What follows belongs to an exercise in optimizing a design on an open flow for a short achievable clock period and few clock cycles; a production flow would make more cautious choices.
RTL that was checked went through simulation tests only; none was proved equivalent to the original.
No activity file was given, so power comes from the tool's default toggle rates.

==> trial 37: inputs <==
==> flow/design.v <==
module RISCV_Top(
    input         clk,
    input         rst,
    output [31:0] imem_addr,
    input  [31:0] imem_rdata,
    output [31:0] dmem_addr,
    output [31:0] dmem_wdata,
    output        dmem_we,
    output        dmem_re,
    input  [31:0] dmem_rdata
);
reg  [9:0]  pc;
reg         fd_v;
reg  [31:0] fd_i;
reg  [9:0]  fd_pc;
reg         de_v;
reg         de_wen, de_ld, de_st, de_br;
reg  [4:0]  de_rd;
reg  [31:0] de_a, de_b, de_sd;
reg         de_a_m, de_b_m;           
reg         de_sd_m_alu, de_sd_m_ld;  
reg  [9:0]  de_tgt;
reg         de_op_and, de_op_or, de_op_xor;
reg         de_op_sll, de_op_srl, de_op_sra, de_op_slt;
reg         de_op_as, de_inv;
reg  [31:0] de_bx;
reg         em_wen, em_ld, em_st;
reg  [4:0]  em_rd;
reg  [31:0] em_res, em_wd, em_addr;
reg         mw_wen;
reg  [4:0]  mw_rd;
reg  [31:0] mw_val;
reg  [31:0] rf [1:31];
wire        stall;
wire        redirect;
function [9:0] add10;
    input [9:0] a, b;
    reg   [9:0] g, p, g1, p1, g2, p2, g3, p3, g4;
    integer j;
    begin
        g = a & b;
        p = a ^ b;
        for (j = 0; j < 10; j = j + 1) begin
            g1[j] = (j >= 1) ? g[j] | (p[j] & g[j-1]) : g[j];
            p1[j] = (j >= 1) ? p[j] & p[j-1] : p[j];
        end
        for (j = 0; j < 10; j = j + 1) begin
            g2[j] = (j >= 2) ? g1[j] | (p1[j] & g1[j-2]) : g1[j];
            p2[j] = (j >= 2) ? p1[j] & p1[j-2] : p1[j];
        end
        for (j = 0; j < 10; j = j + 1) begin
            g3[j] = (j >= 4) ? g2[j] | (p2[j] & g2[j-4]) : g2[j];
            p3[j] = (j >= 4) ? p2[j] & p2[j-4] : p2[j];
        end
        for (j = 0; j < 10; j = j + 1)
            g4[j] = (j >= 8) ? g3[j] | (p3[j] & g3[j-8]) : g3[j];
        add10 = p ^ {g4[8:0], 1'b0};
    end
endfunction
wire [31:0] fi     = imem_rdata;
wire        f_jump = fi[6] && (fi[19:15] == fi[24:20]);
wire [9:0]  f_off  = {fi[7], fi[30:25], fi[11:9]};
wire [9:0]  f_tgt  = add10(pc, f_off);
wire [9:0]  pc_inc = pc + 10'd1;
wire [9:0]  pc_nxt = redirect ? de_tgt : stall ? pc : f_jump ? f_tgt : pc_inc;
reg  [9:0]  pc_o;
assign imem_addr = {20'd0, pc_o, 2'b00};
always @(posedge clk or posedge rst) begin
    if (rst)
        pc <= 10'd0;
    else
        pc <= pc_nxt;
end
always @(posedge clk) begin
    if (rst)
        pc_o <= 10'd0;
    else
        pc_o <= pc_nxt;
end
always @(posedge clk or posedge rst) begin
    if (rst)
        fd_v <= 1'b0;
    else if (redirect)
        fd_v <= 1'b0;
    else if (!stall)
        fd_v <= 1'b1;
end
always @(posedge clk) begin
    if (!stall) begin
        fd_i  <= fi;
        fd_pc <= pc;
    end
end
wire [6:0] op  = fd_i[6:0];
wire [2:0] f3  = fd_i[14:12];
wire [4:0] rs1 = fd_i[19:15];
wire [4:0] rs2 = fd_i[24:20];
wire [4:0] rd  = fd_i[11:7];
wire d_br  = op[6];                           
wire d_r   = !op[6] &&  op[5] &&  op[4];      
wire d_i   = !op[6] && !op[5] &&  op[4];      
wire d_ld  = !op[6] && !op[5] && !op[4];      
wire d_st  = !op[6] &&  op[5] && !op[4];      
wire d_cbr = d_br && (rs1 != rs2);            
wire d_alu = d_r || d_i;
wire d_wen  = fd_v && (d_alu || d_ld) && (rd != 5'd0);
wire use1   = d_alu || d_ld || d_st || d_cbr;
wire use2   = d_r || d_cbr;
wire [31:0] imm_i = {{20{fd_i[31]}}, fd_i[31:20]};
wire [31:0] imm_s = {{20{fd_i[31]}}, fd_i[31:25], fd_i[11:7]};
wire [9:0]  d_off = {fd_i[7], fd_i[30:25], fd_i[11:9]};
wire [31:0] d_b   = (d_r || d_br) ? v2 : (d_st ? imm_s : imm_i);
wire        d_inv = (d_r && f3 == 3'b000 && fd_i[30]) || (d_alu && f3 == 3'b010);
wire [31:0] m_val = em_ld ? dmem_rdata : em_res;
wire [31:0] rf1 = (rs1 == 5'd0) ? 32'd0 : rf[rs1];
wire [31:0] rf2 = (rs2 == 5'd0) ? 32'd0 : rf[rs2];
wire e_hit1 = de_wen && (de_rd == rs1);
wire e_hit2 = de_wen && (de_rd == rs2);
wire m_hit1 = em_wen && (em_rd == rs1);
wire m_hit2 = em_wen && (em_rd == rs2);
wire w_hit1 = mw_wen && (mw_rd == rs1);
wire w_hit2 = mw_wen && (mw_rd == rs2);
wire [31:0] v1 = m_hit1 ? m_val : w_hit1 ? mw_val : rf1;
wire [31:0] v2 = m_hit2 ? m_val : w_hit2 ? mw_val : rf2;
assign stall = fd_v && de_ld && ((use1 && e_hit1) || (use2 && e_hit2));
always @(posedge clk or posedge rst) begin
    if (rst) begin
        de_v   <= 1'b0;
        de_wen <= 1'b0;
        de_ld  <= 1'b0;
        de_st  <= 1'b0;
        de_br  <= 1'b0;
    end else if (redirect || stall || !fd_v) begin
        de_v   <= 1'b0;
        de_wen <= 1'b0;
        de_ld  <= 1'b0;
        de_st  <= 1'b0;
        de_br  <= 1'b0;
    end else begin
        de_v   <= 1'b1;
        de_wen <= d_wen;
        de_ld  <= d_ld;
        de_st  <= d_st;
        de_br  <= d_cbr;
    end
end
always @(posedge clk) begin
    de_rd   <= rd;
    de_a    <= v1;
    de_b    <= d_b;
    de_sd   <= v2;
    de_a_m  <= e_hit1;
    de_b_m  <= e_hit2 && (d_r || d_br);
    de_sd_m_alu <= e_hit2 && !de_ld;
    de_sd_m_ld  <= e_hit2 && de_ld;
    de_tgt  <= fd_pc + d_off;
    de_op_as  <= !d_alu || f3 == 3'b000;
    de_inv    <= d_inv;
    de_bx     <= d_b ^ {32{d_inv}};
    de_op_sll <= d_alu && f3 == 3'b001;
    de_op_slt <= d_alu && f3 == 3'b010;
    de_op_xor <= d_alu && f3 == 3'b100;
    de_op_srl <= d_alu && f3 == 3'b101 && !fd_i[30];
    de_op_sra <= d_alu && f3 == 3'b101 &&  fd_i[30];
    de_op_or  <= d_alu && f3 == 3'b110;
    de_op_and <= d_alu && f3 == 3'b111;
end
wire [31:0] A  = de_a_m ? em_res : de_a;
wire [31:0] B  = de_b_m ? em_res : de_b;
wire [31:0] Bx = de_b_m ? (em_res ^ {32{de_inv}}) : de_bx;
wire [31:0] sum    = A + Bx + {31'd0, de_inv};
wire        lt     = (A[31] ^ B[31]) ? A[31] : sum[31];
wire [4:0]  sh     = B[4:0];
wire [31:0] sra_r  = $signed(A) >>> sh;
wire [31:0] other =
    ({32{de_op_and}} & (A & B)) |
    ({32{de_op_or }} & (A | B)) |
    ({32{de_op_xor}} & (A ^ B)) |
    ({32{de_op_sll}} & (A << sh)) |
    ({32{de_op_srl}} & (A >> sh)) |
    ({32{de_op_sra}} & sra_r);
wire [31:0] res = ({32{de_op_as}} & sum) | other | {31'd0, de_op_slt & lt};
assign redirect = de_br && (A == B);
wire [31:0] sd = de_sd_m_ld ? dmem_rdata : de_sd_m_alu ? em_res : de_sd;
always @(posedge clk or posedge rst) begin
    if (rst) begin
        em_wen <= 1'b0;
        em_ld  <= 1'b0;
        em_st  <= 1'b0;
    end else begin
        em_wen <= de_wen;
        em_ld  <= de_ld;
        em_st  <= de_st;
    end
end
always @(posedge clk) begin
    em_rd  <= de_rd;
    em_res <= res;
    if (de_ld || de_st)
        em_addr <= sum;
    em_wd  <= sd;
end
assign dmem_addr  = em_addr;
assign dmem_wdata = em_wd;
assign dmem_we    = em_st;
assign dmem_re    = em_ld;
always @(posedge clk or posedge rst) begin
    if (rst)
        mw_wen <= 1'b0;
    else
        mw_wen <= em_wen;
end
always @(posedge clk) begin
    mw_rd  <= em_rd;
    mw_val <= m_val;
end
integer k;
always @(posedge clk or posedge rst) begin
    if (rst) begin
        for (k = 1; k < 32; k = k + 1)
            rf[k] <= 32'd0;
    end else if (mw_wen) begin
        rf[mw_rd] <= mw_val;
    end
end
endmodule
==> flow/flow/run.sh <==
#!/bin/bash
set -euo pipefail
MARGIN=${MARGIN:-7}
bash standard.sh synth > synth.log 2>&1
bash standard.sh SETUP_SLACK_MARGIN=$MARGIN finish > layout.log 2>&1
==> flow/standard.sh <==
#!/bin/bash
# synth_recipe.tcl (not shown) runs the flow's synth.tcl, then flattens the netlist and writes it again
# the make line also repeats each setting of config.mk as NAME=value (left out here)
make -C /OpenROAD-flow-scripts/flow DESIGN_CONFIG=/design/flow/config.mk WORK_HOME=/design/flow/orfs CLKGATE_MAP_FILE= SYNTH_SCRIPT=/design/flow/synth_recipe.tcl "${@:-finish}"
==> flow/config.mk <==
export PLATFORM = sky130hd
export DESIGN_NAME = RISCV_Top
export DESIGN_NICKNAME = RISCV_Top
export VERILOG_FILES = /design/flow/design.v
export SDC_FILE = /design/flow/constraint.sdc
export NUM_CORES = 4
export LEC_CHECK = 0
export ABC_CLOCK_PERIOD_IN_PS = 2500
export CAP_MARGIN = 20
export CORE_MARGIN = 2
export CORE_UTILIZATION = 40
export PLACE_DENSITY = 0.6
export SLEW_MARGIN = 20
==> flow/constraint.sdc <==
create_clock -name core_clock -period 10.0 [get_ports {clk}]
set_input_delay 2.0000 -clock core_clock [delete_from_list [all_inputs] [get_ports {clk}]]
set_output_delay 2.0000 -clock core_clock [all_outputs]
set_load 0.01 [all_outputs]
==> inputs of trial 83, as changes to trial 37 <==
--- a/flow/design.v
+++ b/flow/design.v
@@ -22,9 +22,7 @@
 reg  [9:0]  de_tgt;
-reg         de_op_and, de_op_or, de_op_xor;
+reg         de_op_add, de_op_sub, de_op_and, de_op_or, de_op_xor;
 reg         de_op_sll, de_op_srl, de_op_sra, de_op_slt;
-reg         de_op_as, de_inv;
-reg  [31:0] de_bx;
 reg         em_wen, em_ld, em_st;
 reg  [4:0]  em_rd;
-reg  [31:0] em_res, em_wd, em_addr;
+reg  [31:0] em_res, em_wd;
 reg         mw_wen;
@@ -35,26 +33,3 @@
 wire        redirect;
-function [9:0] add10;
-    input [9:0] a, b;
-    reg   [9:0] g, p, g1, p1, g2, p2, g3, p3, g4;
-    integer j;
-    begin
-        g = a & b;
-        p = a ^ b;
-        for (j = 0; j < 10; j = j + 1) begin
-            g1[j] = (j >= 1) ? g[j] | (p[j] & g[j-1]) : g[j];
-            p1[j] = (j >= 1) ? p[j] & p[j-1] : p[j];
-        end
-        for (j = 0; j < 10; j = j + 1) begin
-            g2[j] = (j >= 2) ? g1[j] | (p1[j] & g1[j-2]) : g1[j];
-            p2[j] = (j >= 2) ? p1[j] & p1[j-2] : p1[j];
-        end
-        for (j = 0; j < 10; j = j + 1) begin
-            g3[j] = (j >= 4) ? g2[j] | (p2[j] & g2[j-4]) : g2[j];
-            p3[j] = (j >= 4) ? p2[j] & p2[j-4] : p2[j];
-        end
-        for (j = 0; j < 10; j = j + 1)
-            g4[j] = (j >= 8) ? g3[j] | (p3[j] & g3[j-8]) : g3[j];
-        add10 = p ^ {g4[8:0], 1'b0};
-    end
-endfunction
+assign imem_addr = {20'd0, pc, 2'b00};
 wire [31:0] fi     = imem_rdata;
@@ -62,7 +37,2 @@
 wire [9:0]  f_off  = {fi[7], fi[30:25], fi[11:9]};
-wire [9:0]  f_tgt  = add10(pc, f_off);
-wire [9:0]  pc_inc = pc + 10'd1;
-wire [9:0]  pc_nxt = redirect ? de_tgt : stall ? pc : f_jump ? f_tgt : pc_inc;
-reg  [9:0]  pc_o;
-assign imem_addr = {20'd0, pc_o, 2'b00};
 always @(posedge clk or posedge rst) begin
@@ -70,10 +40,6 @@
         pc <= 10'd0;
-    else
-        pc <= pc_nxt;
-end
-always @(posedge clk) begin
-    if (rst)
-        pc_o <= 10'd0;
-    else
-        pc_o <= pc_nxt;
+    else if (redirect)
+        pc <= de_tgt;
+    else if (!stall)
+        pc <= f_jump ? pc + f_off : pc + 10'd1;
 end
@@ -111,4 +77,2 @@
 wire [9:0]  d_off = {fd_i[7], fd_i[30:25], fd_i[11:9]};
-wire [31:0] d_b   = (d_r || d_br) ? v2 : (d_st ? imm_s : imm_i);
-wire        d_inv = (d_r && f3 == 3'b000 && fd_i[30]) || (d_alu && f3 == 3'b010);
 wire [31:0] m_val = em_ld ? dmem_rdata : em_res;
@@ -149,3 +113,3 @@
     de_a    <= v1;
-    de_b    <= d_b;
+    de_b    <= d_r || d_br ? v2 : (d_st ? imm_s : imm_i);
     de_sd   <= v2;
@@ -156,5 +120,4 @@
     de_tgt  <= fd_pc + d_off;
-    de_op_as  <= !d_alu || f3 == 3'b000;
-    de_inv    <= d_inv;
-    de_bx     <= d_b ^ {32{d_inv}};
+    de_op_add <= !d_alu || (f3 == 3'b000 && !(d_r && fd_i[30]));
+    de_op_sub <= d_br || (d_r && f3 == 3'b000 && fd_i[30]);
     de_op_sll <= d_alu && f3 == 3'b001;
@@ -167,6 +130,6 @@
 end
-wire [31:0] A  = de_a_m ? em_res : de_a;
-wire [31:0] B  = de_b_m ? em_res : de_b;
-wire [31:0] Bx = de_b_m ? (em_res ^ {32{de_inv}}) : de_bx;
-wire [31:0] sum    = A + Bx + {31'd0, de_inv};
+wire [31:0] A = de_a_m ? em_res : de_a;
+wire [31:0] B = de_b_m ? em_res : de_b;
+wire        do_sub = de_op_sub || de_op_slt;
+wire [31:0] sum    = A + (B ^ {32{do_sub}}) + {31'd0, do_sub};
 wire        lt     = (A[31] ^ B[31]) ? A[31] : sum[31];
@@ -174,3 +137,4 @@
 wire [31:0] sra_r  = $signed(A) >>> sh;
-wire [31:0] other =
+wire [31:0] res =
+    ({32{de_op_add | de_op_sub}} & sum) |
     ({32{de_op_and}} & (A & B)) |
@@ -180,4 +144,4 @@
     ({32{de_op_srl}} & (A >> sh)) |
-    ({32{de_op_sra}} & sra_r);
-wire [31:0] res = ({32{de_op_as}} & sum) | other | {31'd0, de_op_slt & lt};
+    ({32{de_op_sra}} & sra_r) |
+    {31'd0, de_op_slt & lt};
 assign redirect = de_br && (A == B);
@@ -198,7 +162,5 @@
     em_res <= res;
-    if (de_ld || de_st)
-        em_addr <= sum;
     em_wd  <= sd;
 end
-assign dmem_addr  = em_addr;
+assign dmem_addr  = em_res;
 assign dmem_wdata = em_wd;
==> flow/run.sh (new file) <==
#!/bin/bash
# synth_recipe.tcl (not shown) runs the flow's synth.tcl, then flattens the netlist and writes it again
# the make line also repeats each setting of config.mk as NAME=value (left out here)
make -C /OpenROAD-flow-scripts/flow DESIGN_CONFIG=/design/flow/config.mk WORK_HOME=/design/flow/orfs CLKGATE_MAP_FILE= SYNTH_SCRIPT=/design/flow/synth_recipe.tcl finish
Settings changed: SETUP_SLACK_MARGIN from default to 5.
removed: flow/flow/run.sh
removed: flow/standard.sh
==> inputs of trial 23, as changes to trial 37 <==
--- a/flow/design.v
+++ b/flow/design.v
@@ -19,4 +19,3 @@
 reg  [31:0] de_a, de_b, de_sd;
-reg         de_a_m, de_b_m;           
-reg         de_sd_m_alu, de_sd_m_ld;  
+reg         de_sd_m_ld;               
 reg  [9:0]  de_tgt;
@@ -25,3 +24,2 @@
 reg         de_op_as, de_inv;
-reg  [31:0] de_bx;
 reg         em_wen, em_ld, em_st;
@@ -35,2 +33,3 @@
 wire        redirect;
+wire [31:0] res;
 function [9:0] add10;
@@ -148,8 +147,5 @@
     de_rd   <= rd;
-    de_a    <= v1;
-    de_b    <= d_b;
-    de_sd   <= v2;
-    de_a_m  <= e_hit1;
-    de_b_m  <= e_hit2 && (d_r || d_br);
-    de_sd_m_alu <= e_hit2 && !de_ld;
+    de_a    <= e_hit1 ? res : v1;
+    de_b    <= (e_hit2 && (d_r || d_br)) ? res : d_b;
+    de_sd   <= e_hit2 ? res : v2;
     de_sd_m_ld  <= e_hit2 && de_ld;
@@ -158,3 +154,2 @@
     de_inv    <= d_inv;
-    de_bx     <= d_b ^ {32{d_inv}};
     de_op_sll <= d_alu && f3 == 3'b001;
@@ -167,6 +162,7 @@
 end
-wire [31:0] A  = de_a_m ? em_res : de_a;
-wire [31:0] B  = de_b_m ? em_res : de_b;
-wire [31:0] Bx = de_b_m ? (em_res ^ {32{de_inv}}) : de_bx;
-wire [31:0] sum    = A + Bx + {31'd0, de_inv};
+wire [31:0] A  = de_a;
+wire [31:0] B  = de_b;
+wire [31:0] Bx = B ^ {32{de_inv}};
+wire [32:0] sum33  = {A, 1'b1} + {Bx, de_inv};
+wire [31:0] sum    = sum33[32:1];
 wire        lt     = (A[31] ^ B[31]) ? A[31] : sum[31];
@@ -181,5 +177,5 @@
     ({32{de_op_sra}} & sra_r);
-wire [31:0] res = ({32{de_op_as}} & sum) | other | {31'd0, de_op_slt & lt};
+assign res = ({32{de_op_as}} & sum) | other | {31'd0, de_op_slt & lt};
 assign redirect = de_br && (A == B);
-wire [31:0] sd = de_sd_m_ld ? dmem_rdata : de_sd_m_alu ? em_res : de_sd;
+wire [31:0] sd = de_sd_m_ld ? dmem_rdata : de_sd;
 always @(posedge clk or posedge rst) begin
@@ -198,4 +194,3 @@
     em_res <= res;
-    if (de_ld || de_st)
-        em_addr <= sum;
+    em_addr <= sum;
     em_wd  <= sd;
Settings changed: TNS_END_PERCENT from default to 10.
==> qor summary <==
quantity	trial 23	trial 37	trial 83
Filler-free cell count of the finished design	9115	9792	8419
Met1 routed wirelength after detailed routing	126.4 mm	131.2 mm	116.9 mm
Outcome	no timing/DRC/antenna violations	no timing/DRC/antenna violations	no timing/DRC/antenna violations
Most common cell after layout, fill and taps aside	sky130_fd_sc_hd__mux2_2	sky130_fd_sc_hd__mux2_2	-
Max stage delay cell, worst path	sky130_fd_sc_hd__or4_4	sky130_fd_sc_hd__nand4_1	sky130_fd_sc_hd__nor4_1
Std cell rows	153	155	151
Number of cells after detailed placement	8449	8839	8142
Portion of the layout cell area used by non-clock buffers	0.08642	0.1251	0.03648
Inverter count	120	128	176
Total of flip-flops plus latches after synthesis	1318	1353	1279
Growth of design area from synthesis to finish	23.68%	31.44%	13.37%
Flop pwr share	0.417	0.410	0.444
Number of antenna violations at the first check in global routing	29	40	16
Relative slew slack	0.1682	0.1229	0.1786
Proportion of cell area occupied by registers	0.3706	0.3487	0.4043
Total leakage power	37.83 nW	41.21 nW	33.21 nW
Testbench counts of trial 37, summed over its fixed seeds: cycles 13,195.
Testbench counts of trial 23, summed over its fixed seeds: cycles 13,195.
The RTL of trial 83 was laid out without a check of its function.

-- static timing again, ports no longer ideal --
How much do the figures lean on ideal ports? The routed layouts below were timed once more, with nothing changed but the port constraints. Step 1 sets driving cells, clkbuf_16 on the clock port and buf_2 on the other inputs (assumed; they add their load-dependent delay and slew). Step 2 adds t to the input delays and takes it off the output delays; t is the mean of the earliest and latest rising clock arrival at the registers after step 1. Input paths then give back, and output paths get back, about the clock's delay inside the block. a / b / c = ideal ports / drivers / drivers and shift; a / b = the first two.
run	t, ns	slack for setup (ns)	slew at the worst register clock pin (ns)	worst slew at a driven data input, ns
trial 37	0.903	6.204 / 6.204 / 5.794	0.07 / 0.07	0.10
trial 83	0.877	4.978 / 4.978 / 4.518	0.07 / 0.07	0.07
trial 23	0.907	6.553 / 6.553 / 5.876	0.07 / 0.07	0.05
After both steps every run listed still meets setup and hold. The setup slack of trial 23, which loses most, moves by 0.000 ns with the drivers and by -0.677 ns with both steps.
